Background: an optimization exercise with open tools, aiming at small area and a short achievable clock period. Do not read the settings as production practice. Function was checked by simulation only, so behaviour that the tests miss may differ from the original.

==> inputs of job 5406 <==
==> flow/design.v <==
module cpu (clk, rst, imem_addr, imem_data, test, test1);
	input clk, rst;
	output [6:0] imem_addr;
	input  [31:0] imem_data;
	output [31:0] test;
	output [31:0] test1;
	reg [6:0] pc;
	always @(posedge clk or posedge rst)
		if (rst) pc <= 7'd0;
		else     pc <= pc + 7'd1;
	assign imem_addr = pc;
	reg [31:0] ir;
	always @(posedge clk)
		ir <= rst ? 32'd0 : imem_data;
	assign test = ir;
	wire [5:0] op = ir[31:26];
	wire [5:0] fn = ir[5:0];
	wire d_lw  = (op == 6'b000111);
	wire d_sw  = (op == 6'b001000);
	wire d_r   = (op == 6'b000110);
	wire d_add = d_r & (fn == 6'b100000);
	wire d_sub = d_r & (fn == 6'b100010);
	wire d_and = d_r & (fn == 6'b100100);
	wire d_or  = d_r & (fn == 6'b100101);
	wire d_mem = d_lw | d_sw;
	wire d_valid = d_mem | d_add | d_sub | d_and | d_or;
	wire d_arith = d_mem | d_add | d_sub;
	wire [4:0] d_dest = d_mem ? ir[20:16] : (d_valid ? ir[15:11] : 5'd0);
	wire [511:0] rf;      
	wire [15:0] rs_oh, rt_oh;
	genvar g;
	generate
		for (g = 0; g < 16; g = g + 1) begin : DEC
			assign rs_oh[g] = (ir[25:21] == g);
			assign rt_oh[g] = (ir[20:16] == g);
		end
	endgenerate
	reg [31:0] rd_a, rd_b;
	integer k;
	always @(*) begin
		rd_a = 32'd0;
		rd_b = 32'd0;
		for (k = 0; k < 16; k = k + 1) begin
			rd_a = rd_a | ({32{rs_oh[k]}} & rf[32*k +: 32]);
			rd_b = rd_b | ({32{rt_oh[k]}} & rf[32*k +: 32]);
		end
	end
	reg [31:0] ea;            
	reg [31:0] eb;            
	reg [31:0] es;            
	reg e_sub, e_swv, e_mem, e_valid, e_nw;
	reg e_bub;
	reg [3:0] e_dest;
	always @(posedge clk) begin
		ea   <= d_arith ? rd_a : (d_or ? (rd_a | rd_b) : (rd_a & rd_b));
		eb   <= d_mem ? {16'd0, ir[15:0]} : (d_arith ? (rd_b ^ {32{d_sub}}) : 32'd0);
		es   <= rd_b;
		e_bub <= rst;
		if (rst) begin
			e_sub <= 1'b0;
			e_swv <= 1'b0; e_mem <= 1'b0; e_valid <= 1'b0; e_nw <= 1'b0;
			e_dest <= 4'd0;
		end else begin
			e_sub <= d_sub;
			e_swv <= d_sw & e_valid; e_mem <= d_mem; e_valid <= d_valid; e_nw <= d_dest[4];
			e_dest <= d_dest[3:0];
		end
	end
	wire [32:0] sum1 = {ea, 1'b1} + {eb, e_sub};
	wire [31:0] sum = sum1[32:1];
	wire [31:0] res = sum;
	reg m_nw;
	reg [3:0] m_dest;
	reg [31:0] md;
	reg m_alu;
	reg [12:0] m_rsel, m_wsel;
	reg m_fwd;
	reg [31:0] ss;
	wire [415:0] dm;      
	wire [12:0] ap = ea[12:0] ^ eb[12:0];
	wire [12:0] aa = ea[12:0] & eb[12:0];
	wire [12:0] ao = ea[12:0] | eb[12:0];
	wire hi_ok = &(~(ap[12:5] ^ ao[11:4]));
	wire [12:0] hit;
	generate
		for (g = 0; g < 13; g = g + 1) begin : ADEC
			wire [4:0] K = g;
			wire [4:0] cin  = ap[4:0] ^ K;
			wire [3:0] cout;
			genvar b;
			for (b = 0; b < 4; b = b + 1) begin : B
				assign cout[b] = K[b] ? aa[b] : ao[b];
			end
			assign hit[g] = hi_ok & ~cin[0] & (cin[4:1] == cout[3:0]);
		end
	endgenerate
	wire [12:0] wsel = hit & {13{e_swv}};
	wire [12:0] rsel = hit & {13{e_mem & ~d_sw}};
	always @(posedge clk) begin
		m_rsel <= rsel & ~wsel & {13{~rst}};
		m_wsel <= wsel & {13{~rst}};
		m_fwd  <= (|(rsel & wsel)) & ~rst;
		ss     <= es;
		if (rst) begin
			m_nw <= 1'b0; m_dest <= 4'd0;
		end else begin
			m_nw <= e_nw; m_dest <= e_dest;
		end
		md <= res;
		m_alu <= ~(rst | e_mem | e_bub);
	end
	wire [31:0] sd0 = ss & {32{~rst}};
	wire [31:0] sd1 = ss | {32{rst}};
	function [31:0] init_word(input integer i);
		init_word = (i == 0) ? 32'd1000 : (i == 1) ? 32'd5000 :
		            (i == 2) ? 32'd2000 : (i == 3) ? 32'd3000 : 32'd0;
	endfunction
	generate
		for (g = 0; g < 13; g = g + 1) begin : DM
			wire [31:0] iw = init_word(g);
			wire [31:0] nd = (sd1 & iw) | (sd0 & ~iw);
			reg [31:0] q;
			always @(posedge clk)
				if (m_wsel[g] | rst) q <= nd;
			assign dm[32*g +: 32] = q;
		end
	endgenerate
	reg [31:0] mrd;
	always @(*) begin
		mrd = {32{m_fwd}} & ss;
		for (k = 0; k < 13; k = k + 1)
			mrd = mrd | ({32{m_rsel[k]}} & dm[32*k +: 32]);
	end
	wire [31:0] wbn = (mrd | (md & {32{m_alu}})) & {32{~rst}};
	reg [31:0] wb;
	always @(posedge clk) wb <= wbn;
	assign test1 = wb;
	generate
		for (g = 0; g < 16; g = g + 1) begin : RF
			reg [31:0] q;
			always @(posedge clk)
				if (rst | (~m_nw & (m_dest == g))) q <= wbn;
			assign rf[32*g +: 32] = q;
		end
	endgenerate
endmodule
==> flow/run.sh <==
#!/bin/bash
# synth_recipe.tcl (not shown) runs the flow's synth.tcl, then flattens the netlist and writes it again
# the make line also repeats each setting of config.mk as NAME=value (left out here)
make -C /OpenROAD-flow-scripts/flow DESIGN_CONFIG=/design/flow/config.mk WORK_HOME=/design/flow/orfs CLKGATE_MAP_FILE= SYNTH_SCRIPT=/design/flow/synth_recipe.tcl finish
==> flow/config.mk <==
export PLATFORM = sky130hd
export DESIGN_NAME = cpu
export DESIGN_NICKNAME = cpu
export VERILOG_FILES = /design/flow/design.v
export SDC_FILE = /design/flow/constraint.sdc
export NUM_CORES = 4
export LEC_CHECK = 0
export CAP_MARGIN = 20
export CORE_MARGIN = 2
export CORE_UTILIZATION = 65
export CTS_CLUSTER_DIAMETER = 60
export CTS_CLUSTER_SIZE = 30
export SETUP_SLACK_MARGIN = 3.0
export SLEW_MARGIN = 20
==> flow/constraint.sdc <==
create_clock -name core_clock -period 5.5 [get_ports {clk}]
set_input_delay 1.1000 -clock core_clock [delete_from_list [all_inputs] [get_ports {clk}]]
set_output_delay 1.1000 -clock core_clock [all_outputs]
set_load 0.01 [all_outputs]
==> job 2966: changes against job 5406 <==
==> flow/design.v, changed modules only <==
module cpu (clk, rst, imem_addr, imem_data, test, test1);
	input clk, rst;
	output [6:0] imem_addr;
	input  [31:0] imem_data;
	output [31:0] test;
	output [31:0] test1;
	reg [6:0] pc;
	always @(posedge clk or posedge rst)
		if (rst) pc <= 7'd0;
		else     pc <= pc + 7'd1;
	assign imem_addr = pc;
	reg [31:0] ir;
	always @(posedge clk)
		ir <= rst ? 32'd0 : imem_data;
	assign test = ir;
	wire [5:0] op = ir[31:26];
	wire [5:0] fn = ir[5:0];
	wire d_lw  = (op == 6'b000111);
	wire d_sw  = (op == 6'b001000);
	wire d_r   = (op == 6'b000110);
	wire d_add = d_r & (fn == 6'b100000);
	wire d_sub = d_r & (fn == 6'b100010);
	wire d_and = d_r & (fn == 6'b100100);
	wire d_or  = d_r & (fn == 6'b100101);
	wire d_mem = d_lw | d_sw;
	wire d_valid = d_mem | d_add | d_sub | d_and | d_or;
	wire d_arith = d_mem | d_add | d_sub;
	wire [4:0] d_dest = d_mem ? ir[20:16] : (d_valid ? ir[15:11] : 5'd0);
	wire [511:0] rf;      
	wire [15:0] rs_oh, rt_oh;
	genvar g;
	generate
		for (g = 0; g < 16; g = g + 1) begin : DEC
			assign rs_oh[g] = ~rst & (ir[25:21] == g);
			assign rt_oh[g] = ~rst & (ir[20:16] == g);
		end
	endgenerate
	reg [31:0] rd_a, rd_b;
	integer k;
	always @(*) begin
		rd_a = 32'd0;
		rd_b = 32'd0;
		for (k = 0; k < 16; k = k + 1) begin
			rd_a = rd_a | ({32{rs_oh[k]}} & rf[32*k +: 32]);
			rd_b = rd_b | ({32{rt_oh[k]}} & rf[32*k +: 32]);
		end
	end
	reg [31:0] ea, eb;        
	reg [15:0] eimm;
	reg e_arith, e_sub, e_or, e_imm, e_sw, e_mem, e_valid, e_nw;
	reg [3:0] e_dest;
	always @(posedge clk) begin
		ea   <= rd_a;
		eb   <= rd_b ^ {32{d_sub}};
		eimm <= ir[15:0];
		if (rst) begin
			e_arith <= 1'b0; e_sub <= 1'b0; e_or <= 1'b0; e_imm <= 1'b0;
			e_sw <= 1'b0; e_mem <= 1'b0; e_valid <= 1'b0; e_nw <= 1'b0;
			e_dest <= 4'd0;
		end else begin
			e_arith <= d_arith; e_sub <= d_sub; e_or <= d_or; e_imm <= d_mem;
			e_sw <= d_sw; e_mem <= d_mem; e_valid <= d_valid; e_nw <= d_dest[4];
			e_dest <= d_dest[3:0];
		end
	end
	wire [31:0] bop = e_imm ? {16'd0, eimm} : eb;
	wire [31:0] sum = ea + bop + {31'd0, e_sub};
	wire [31:0] res = e_arith ? sum : (e_or ? (ea | eb) : (ea & eb));
	reg m_mem, m_valid, m_nw;
	reg [3:0] m_dest;
	reg [31:0] md;
	reg [12:0] m_rsel;
	wire [415:0] dm;      
	wire [12:0] hit;
	generate
		for (g = 0; g < 13; g = g + 1) begin : ADEC
			assign hit[g] = (sum[12:0] == g);
		end
	endgenerate
	wire [12:0] wsel = hit & {13{e_sw & m_valid}};
	wire [12:0] rsel = hit & {13{e_mem & ~d_sw}};
	always @(posedge clk) begin
		m_rsel <= rsel;
		if (rst) begin
			m_mem <= 1'b0; m_valid <= 1'b0; m_nw <= 1'b0; m_dest <= 4'd0;
			md <= 32'd0;
		end else begin
			m_mem <= e_mem; m_valid <= e_valid; m_nw <= e_nw; m_dest <= e_dest;
			md <= res;
		end
	end
	wire [31:0] sd0 = eb & {32{~rst}};
	wire [31:0] sd1 = eb | {32{rst}};
	function [31:0] init_word(input integer i);
		init_word = (i == 0) ? 32'd1000 : (i == 1) ? 32'd5000 :
		            (i == 2) ? 32'd2000 : (i == 3) ? 32'd3000 : 32'd0;
	endfunction
	generate
		for (g = 0; g < 13; g = g + 1) begin : DM
			wire [31:0] iw = init_word(g);
			wire [31:0] nd = (sd1 & iw) | (sd0 & ~iw);
			reg [31:0] q;
			always @(posedge clk)
				if (wsel[g] | rst) q <= nd;
			assign dm[32*g +: 32] = q;
		end
	endgenerate
	reg [31:0] mrd;
	always @(*) begin
		mrd = 32'd0;
		for (k = 0; k < 13; k = k + 1)
			mrd = mrd | ({32{m_rsel[k]}} & dm[32*k +: 32]);
	end
	wire [31:0] wbn = (m_mem ? mrd : md) & {32{~rst}};
	reg [31:0] wb;
	always @(posedge clk) wb <= wbn;
	assign test1 = wb;
	generate
		for (g = 0; g < 16; g = g + 1) begin : RF
			reg [31:0] q;
			always @(posedge clk)
				if (rst | (~m_nw & (m_dest == g))) q <= wbn;
			assign rf[32*g +: 32] = q;
		end
	endgenerate
endmodule
CORE_UTILIZATION = 40   (was 65)
CTS_CLUSTER_DIAMETER = default   (was 60)
CTS_CLUSTER_SIZE = default   (was 30)
SETUP_SLACK_MARGIN = default   (was 3.0)
==> results.yml <==
run_status:
  status: "finished clean"
critical_path:
  r2r-start: "ir[22]$_SDFF_PP0_"
  crit_buf_inv: 1
global_route:
  use_met3_pct: 8.745
  grt_max_degree: 56
  grt_first_pass_wirelength_um: 209900
synthesis:
  synthTopCellsByArea: "edfxtp_1 (60%), dfxtp_1 (11%), a22oi_1 (7.5%), a22o_1 (1.6%), nand2_1 (1.6%)"
  syn-num-nets: 3285
  synth_compound_area_share_pct: 14.66
power_and_ir_drop:
  seq_power_mw: 10.5
  switching_share_pct: 24.30
  p_clk_share_pct: 34.5
  power_mw: 17.55
cells_and_area:
  seq_cells: 1202
  final_cell_mix: "edfxtp_1 (928), a22oi_1 (465), dfxtp_1 (229)"
  sh_seq_area_pct: 63.42
worst_hold_path:
  hp-start: "es[0]$_DFF_P_"
sta:
  hold_slack_ns: 0.3269
-- figures above: job 5406

==> results.yml <==
critical_path:
  crit_buf_inv: 3
  r2r-start: "e_imm$_SDFF_PP0_"
global_route:
  grt_first_pass_wirelength_um: 208200
  use_met3_pct: 6.470
  grt_max_degree: 73
synthesis:
  syn-num-nets: 2963
  synth_compound_area_share_pct: 16.76
power_and_ir_drop:
  seq_power_mw: 9.99
  power_switching_mw: 4.295
  switching_share_pct: 22.64
run_status:
  status: "finished clean"
sta:
  hold_slack_ns: 0.3617
worst_hold_path:
  hp-start: "ir[10]$_SDFF_PP0_"
cells_and_area:
  seq_cells: 1142
  final_cell_mix: "edfxtp_1 (928), a221oi_1 (271), a22o_1 (261)"
  sh_seq_area_pct: 61.71
floorplanning:
  row_count: 122
-- figures above: job 2966

## static timing again, ports no longer ideal
Ports are ideal in the flow. The routed layouts listed here were re-timed in OpenROAD. Step 1 assumes that a clkbuf_16 drives the clock port and a buf_2 every other input. Step 2 moves the port delays by t, midway between the first and last clock arrival at a register: inputs arrive t later, outputs are due t later. That takes back most of the time a late clock gives input paths. Slacks: no drivers / after step 1 / after step 2; pairs: no drivers / after step 1.
run	t (ns)	setup WS [ns]	slew at the worst register clock pin (ns)
job 5406	0.713	2.982 / 2.913 / 2.317	0.11 / 0.11
job 2966	0.767	0.505 / 0.505 / 0.505	0.07 / 0.07
After both steps every run listed still meets setup and hold. For job 5406, which loses most, drivers alone change the setup slack by -0.069 ns; drivers and shift together by -0.665 ns.
